This is an optimization exercise on Yosys and OpenROAD, whose aim is small area and a short achievable clock period, not a production implementation. At most, simulation tests tie the RTL to the original design; equivalence was not proved.

==> run Y <==
Design sigma_delta_dac_3rdorder, start of the top module:
module sigma_delta_dac_3rdorder(
  input clk,
  input reset_n,
  input [15:0] d,
  output reg q
);
reg  [21:0] ao;
reg  [23:0] lr;
reg  [22:0] fr;
reg         nf23;
wire        s = ~nf23;
wire [23:0] l = lr ^ 24'd0;
wire [22:0] f = fr ^ 23'h7fe000;
wire [21:0] a_in = { {5{nf23}}, d[15], ~d[15], d[14:0] };
wire [21:0] a_sum_p = ao ^ a_in;
wire [21:0] a_sum_g0 = ao & a_in;
wire a_sum_G1 = a_sum_g0[1] | (a_sum_p[1] & a_sum_g0[0]);
wire a_sum_G2 = a_sum_g0[3] | (a_sum_p[3] & a_sum_g0[2]);
wire a_sum_P2 = a_sum_p[3] & a_sum_p[2];
wire a_sum_G3 = a_sum_g0[5] | (a_sum_p[5] & a_sum_g0[4]);
wire a_sum_P3 = a_sum_p[5] & a_sum_p[4];
wire a_sum_G4 = a_sum_g0[7] | (a_sum_p[7] & a_sum_g0[6]);
wire a_sum_P4 = a_sum_p[7] & a_sum_p[6];
wire a_sum_G5 = a_sum_g0[9] | (a_sum_p[9] & a_sum_g0[8]);
wire a_sum_P5 = a_sum_p[9] & a_sum_p[8];
wire a_sum_G6 = a_sum_g0[11] | (a_sum_p[11] & a_sum_g0[10]);
wire a_sum_P6 = a_sum_p[11] & a_sum_p[10];
wire a_sum_G7 = a_sum_g0[13] | (a_sum_p[13] & a_sum_g0[12]);
wire a_sum_P7 = a_sum_p[13] & a_sum_p[12];
wire a_sum_G8 = a_sum_g0[15] | (a_sum_p[15] & a_sum_g0[14]);
wire a_sum_P8 = a_sum_p[15] & a_sum_p[14];
wire a_sum_G9 = a_sum_g0[17] | (a_sum_p[17] & a_sum_g0[16]);
wire a_sum_P9 = a_sum_p[17] & a_sum_p[16];
wire a_sum_G10 = a_sum_g0[19] | (a_sum_p[19] & a_sum_g0[18]);
wire a_sum_P10 = a_sum_p[19] & a_sum_p[18];
wire a_sum_G11 = a_sum_g0[21] | (a_sum_p[21] & a_sum_g0[20]);
wire a_sum_P11 = a_sum_p[21] & a_sum_p[20];
wire a_sum_G12 = a_sum_g0[2] | (a_sum_p[2] & a_sum_G1);
wire a_sum_G13 = a_sum_G2 | (a_sum_P2 & a_sum_G1);
wire a_sum_G14 = a_sum_g0[6] | (a_sum_p[6] & a_sum_G3);
wire a_sum_P14 = a_sum_p[6] & a_sum_P3;
wire a_sum_G15 = a_sum_G4 | (a_sum_P4 & a_sum_G3);
wire a_sum_P15 = a_sum_P4 & a_sum_P3;
wire a_sum_G16 = a_sum_g0[10] | (a_sum_p[10] & a_sum_G5);
  ...
clock: 7.0 ns
lec_check: 0
cap_margin: 20
core_margin: 2
core_utilization: 60
setup_slack_margin: 3.6
slew_margin: 20
tns_end_percent: 0
standard.sh (not shown) runs the stock make flow with config.mk's settings and CLKGATE_MAP_FILE= SYNTH_SCRIPT=/design/flow/synth_recipe.tcl, a recipe that flattens the netlist after the stock synthesis.
==> flow/flow/run.sh <==
#!/bin/bash
# The standard layout (standard.sh) with changes to how it is made:
#  - clock tree synthesis with its own options (below), without dummy loads;
#  - port buffers of the smallest buffer cell (every port still gets one);
#  - extra make settings: SYNTH_ARGS=-noabc
# Each tool's full output is in the ORFS logs under orfs/logs; make's own
# output is in standard.log.
bash standard.sh \
  "CTS_ARGS=-sink_clustering_enable -repair_clock_nets -buf_list sky130_fd_sc_hd__clkbuf_8 -dont_use_dummy_load" \
  "BUFFER_PORTS_ARGS=-buffer_cell sky130_fd_sc_hd__buf_1" \
  SYNTH_ARGS=-noabc \
  finish > standard.log 2>&1
==> run X (differences from run Y) <==
--- a/flow/design.v
+++ b/flow/design.v
@@ -3,17 +3,16 @@
   input reset_n,
   input [15:0] d,
   output reg q
 );
 reg  [21:0] ao;
 reg  [23:0] lr;
-reg  [22:0] fr;
-reg         nf23;
-wire        s = ~nf23;
+reg  [22:0] f;
+reg         nf23;   
+reg         s;      
 wire [23:0] l = lr ^ 24'd0;
-wire [22:0] f = fr ^ 23'h7fe000;
 wire [21:0] a_in = { {5{nf23}}, d[15], ~d[15], d[14:0] };
 wire [21:0] a_sum_p = ao ^ a_in;
 wire [21:0] a_sum_g0 = ao & a_in;
 wire a_sum_G1 = a_sum_g0[1] | (a_sum_p[1] & a_sum_g0[0]);
 wire a_sum_G2 = a_sum_g0[3] | (a_sum_p[3] & a_sum_g0[2]);
 wire a_sum_P2 = a_sum_p[3] & a_sum_p[2];
@@ -337,17 +336,19 @@
 assign t[23] = t_p[23] ^ t_G51;
 assign t[24] = t_G52;
 always @(negedge reset_n or posedge clk)
   if (!reset_n) begin
     ao   <= 22'h200000;
     lr   <= 24'd0;
-    fr   <= 23'h7fe000;
+    f    <= 23'd0;
     nf23 <= 1'b1;
+    s    <= 1'b0;
     q    <= 1'b0;
   end else begin
     ao   <= a_sum[21:0];
     lr   <= l_sum[23:0] ^ 24'd0;
-    fr   <= t[22:0] ^ 23'h7fe000;
+    f    <= t[22:0];
     nf23 <= ~(t[23] ^ l_sum[23] ^ l_sum[24]);
+    s    <= t[23] ^ l_sum[23] ^ l_sum[24];
     q    <= nf23;
   end
 endmodule
==> flow/run.sh (new file) <==
#!/bin/bash
# synth_recipe.tcl (not shown) runs the flow's synth.tcl, then flattens the netlist and writes it again
# the make line also repeats each setting of config.mk as NAME=value (left out here)
make -C /OpenROAD-flow-scripts/flow DESIGN_CONFIG=/design/flow/config.mk WORK_HOME=/design/flow/orfs CLKGATE_MAP_FILE= SYNTH_SCRIPT=/design/flow/synth_recipe.tcl finish
==> flow/config.mk (replaced) <==
export PLATFORM = sky130hd
export DESIGN_NAME = sigma_delta_dac_3rdorder
export DESIGN_NICKNAME = sigma_delta_dac_3rdorder
export VERILOG_FILES = /design/flow/design.v
export SDC_FILE = /design/flow/constraint.sdc
export NUM_CORES = 4
export LEC_CHECK = 0
export CAP_MARGIN = 20
export CORE_MARGIN = 2
export CORE_UTILIZATION = 40
export SETUP_SLACK_MARGIN = 3.0
export SLEW_MARGIN = 20
removed: flow/flow/run.sh
removed: flow/standard.sh
==> run summary <==
- In critical path depth, run Y and run X do not differ.
- Run Y passed the timing, DRC and antenna checks. Run X passed the timing, DRC and antenna checks.
- Between run Y and run X, the lower worst hold slack is in run X (gap 13 ps).
- Non-clock buffer count: run Y is higher than run X (4).
- Against run X, the core utilization of run Y is higher by 21 points.
- Against run Y, the maximum frequency of run X is smaller by about 6%.
Only the layout flow was run in run X; the RTL was not checked for function there.

* * *

==> inputs of v15 <==
sigma_delta_dac_3rdorder again, from the RTL that the note above started with.
## sigma_delta_dac_3rdorder
module sigma_delta_dac_3rdorder(
  input clk,
  input reset_n,
  input [15:0] d,
  output reg q
);
==> flow/config.mk <==
export PLATFORM = sky130hd
export DESIGN_NAME = sigma_delta_dac_3rdorder
export DESIGN_NICKNAME = sigma_delta_dac_3rdorder
export VERILOG_FILES = /design/flow/design.v
export SDC_FILE = /design/flow/constraint.sdc
export NUM_CORES = 4
export LEC_CHECK = 0
export CAP_MARGIN = 20
export CORE_MARGIN = 2
export CORE_UTILIZATION = 60
export SETUP_SLACK_MARGIN = 3.6
export SLEW_MARGIN = 20
==> flow/constraint.sdc <==
create_clock -name core_clock -period 7.0 [get_ports {clk}]
set_input_delay 1.4000 -clock core_clock [delete_from_list [all_inputs] [get_ports {clk}]]
set_output_delay 1.4000 -clock core_clock [all_outputs]
set_load 0.01 [all_outputs]
==> flow/flow/run.sh <==
#!/bin/bash
# The standard layout (standard.sh) with changes to how it is made:
#  - clock tree synthesis with its own options (below), without dummy loads;
#  - port buffers of the smallest buffer cell (every port still gets one);
#  - extra make settings: 
# Each tool's full output is in the ORFS logs under orfs/logs; make's own
# output is in standard.log.
bash standard.sh \
  "CTS_ARGS=-sink_clustering_enable -repair_clock_nets -buf_list sky130_fd_sc_hd__clkbuf_8 -dont_use_dummy_load" \
  "BUFFER_PORTS_ARGS=-buffer_cell sky130_fd_sc_hd__buf_1" \
   \
  finish > standard.log 2>&1
==> inputs of v5, as changes to v15 <==
--- a/flow/design.v
+++ b/flow/design.v
@@ -1,21 +1,20 @@
 module sigma_delta_dac_3rdorder(
   input clk,
   input reset_n,
   input [15:0] d,
   output reg q
 );
 reg  [21:0] ao;
 reg  [23:0] lr;
-reg  [22:0] fr;
-reg         nf23;
-wire        s = ~nf23;
+reg  [22:0] f;
+reg         nf23;   
+reg         s;      
 wire [23:0] l = lr ^ 24'd0;
-wire [22:0] f = fr ^ 23'h7fe000;
 wire [21:0] a_in = { {5{nf23}}, d[15], ~d[15], d[14:0] };
 wire [21:0] a_sum_p = ao ^ a_in;
 wire [21:0] a_sum_g0 = ao & a_in;
 wire a_sum_G1 = a_sum_g0[1] | (a_sum_p[1] & a_sum_g0[0]);
 wire a_sum_G2 = a_sum_g0[3] | (a_sum_p[3] & a_sum_g0[2]);
 wire a_sum_P2 = a_sum_p[3] & a_sum_p[2];
 wire a_sum_G3 = a_sum_g0[5] | (a_sum_p[5] & a_sum_g0[4]);
 wire a_sum_P3 = a_sum_p[5] & a_sum_p[4];
@@ -335,19 +334,21 @@
 assign t[21] = t_p[21] ^ t_G49;
 assign t[22] = t_p[22] ^ t_G50;
 assign t[23] = t_p[23] ^ t_G51;
 assign t[24] = t_G52;
 always @(negedge reset_n or posedge clk)
   if (!reset_n) begin
     ao   <= 22'h200000;
     lr   <= 24'd0;
-    fr   <= 23'h7fe000;
+    f    <= 23'd0;
     nf23 <= 1'b1;
+    s    <= 1'b0;
     q    <= 1'b0;
   end else begin
     ao   <= a_sum[21:0];
     lr   <= l_sum[23:0] ^ 24'd0;
-    fr   <= t[22:0] ^ 23'h7fe000;
+    f    <= t[22:0];
     nf23 <= ~(t[23] ^ l_sum[23] ^ l_sum[24]);
+    s    <= t[23] ^ l_sum[23] ^ l_sum[24];
     q    <= nf23;
   end
 endmodule
==> flow/run.sh (new file) <==
#!/bin/bash
# synth_recipe.tcl (not shown) runs the flow's synth.tcl, then flattens the netlist and writes it again
# the make line also repeats each setting of config.mk as NAME=value (left out here)
make -C /OpenROAD-flow-scripts/flow DESIGN_CONFIG=/design/flow/config.mk WORK_HOME=/design/flow/orfs CLKGATE_MAP_FILE= SYNTH_SCRIPT=/design/flow/synth_recipe.tcl finish
- CORE_UTILIZATION: 60 -> 40
- SETUP_SLACK_MARGIN: 3.6 -> default
removed: flow/flow/run.sh
removed: flow/standard.sh
==> inputs of v31, as changes to v15 <==
==> flow/flow/run.sh (replaced) <==
#!/bin/bash
# The standard layout (standard.sh) with changes to how it is made:
#  - synthesis: synth_recipe.tcl with the final ABC mapping script
#    flow/abc_map.script (flow/synth_abc.tcl);
#  - clock tree synthesis with clkbuf_8 buffers and no dummy loads;
#  - port buffers of the smallest buffer cell (every port still gets one).
# Each tool's full output is in the ORFS logs under orfs/logs; make's own
# output is in standard.log.
export FLOW_ABC_SCRIPT=$PWD/flow/abc_map.script
bash standard.sh \
  "SYNTH_SCRIPT=$PWD/flow/synth_abc.tcl" \
  "CTS_ARGS=-sink_clustering_enable -repair_clock_nets -buf_list sky130_fd_sc_hd__clkbuf_8 -dont_use_dummy_load" \
  "BUFFER_PORTS_ARGS=-buffer_cell sky130_fd_sc_hd__buf_1" \
   finish > standard.log 2>&1
==> flow/flow/abc_map.script (new file) <==
strash
dch -f
map
topo
stime -c
buffer -c
upsize -c
dnsize -c
==> flow/flow/synth_abc.tcl (new file) <==
# synth_recipe.tcl (the standard synthesis) with one change: the final ABC
# technology mapping runs flow/abc_map.script instead of ORFS's
# abc_speed.script.  Registers, flattening and renaming are as in
# synth_recipe.tcl.
proc synth {args} { yosys synth -nofsm -noshare {*}$args }
proc abc {args} {
  set i [lsearch -exact $args -script]
  if { $i >= 0 } { lset args [expr {$i + 1}] $::env(FLOW_ABC_SCRIPT) }
  puts "abc with script $::env(FLOW_ABC_SCRIPT)"
  yosys abc {*}$args
}
source $::env(SCRIPTS_DIR)/synth.tcl
# left out here: clear keep_hierarchy, flatten, clean up, hide names made inside functions, write 1_2_yosys.v
- TNS_END_PERCENT: default -> 0
==> results.toml <==
[status]
status = "timing/DRC/antenna clean"

[cells_and_area]
clock_buffers = 9
mostFrequentLayoutCells = "inv_1 (93), dfrtp_1 (59), ha_1 (58)"

[placed_design]
place_area_sq_um = 6220
The numbers above come from v31.

==> results.toml <==
[status]
status = "timing/DRC/antenna clean"

[cells_and_area]
clock_buffers = 13

[synthesis]
yosys.area.top_type = "dfrtp_1"
The numbers above come from v5.

==> results.toml <==
[grt]
antenna_found_initial = 0

[placed_design]
place_area_sq_um = 5800

[setup_path]
startpoint = "nf23"

[cells_and_area]
seq_share = 0.293
bufAreaShareNonClock = 0.0223
multi_input_gates = 352
seq_cell_count = 71

[status]
status = "timing/DRC/antenna clean"
The numbers above come from v15.

The RTL of v5 was laid out without a check of its function.

## static timing again, ports no longer ideal
No port has a modelled driver above. Below, the same layouts with a new extraction and two added sets of constraints.
Step 1 assumes that a clkbuf_16 drives the clock port and a buf_2 every other input.
Step 2 adds t to the input delays and takes it off the output delays; t is the mean of the earliest and latest rising clock arrival at the registers after step 1. Input paths then give back, and output paths get back, about the clock's delay inside the block.
Slacks: no drivers / after step 1 / after step 2; pairs: no drivers / after step 1.
run | t, ns | setup WS [ns] | worst register clock-pin slew, ns
run Y | 0.369 | 3.320 / 3.320 / 3.085 | 0.09 / 0.09
run X | 0.381 | 3.085 / 3.102 / 2.721 | 0.06 / 0.06
v15 | 0.376 | 3.591 / 3.591 / 3.356 | 0.08 / 0.08
v5 | 0.383 | 2.822 / 2.822 / 2.551 | 0.06 / 0.06
v31 | 0.383 | 3.610 / 3.610 / 3.361 | 0.08 / 0.08
After both steps setup and hold are still met in every run listed. For run X, which loses most, drivers alone change the setup slack by +0.017 ns; drivers and shift together by -0.364 ns.
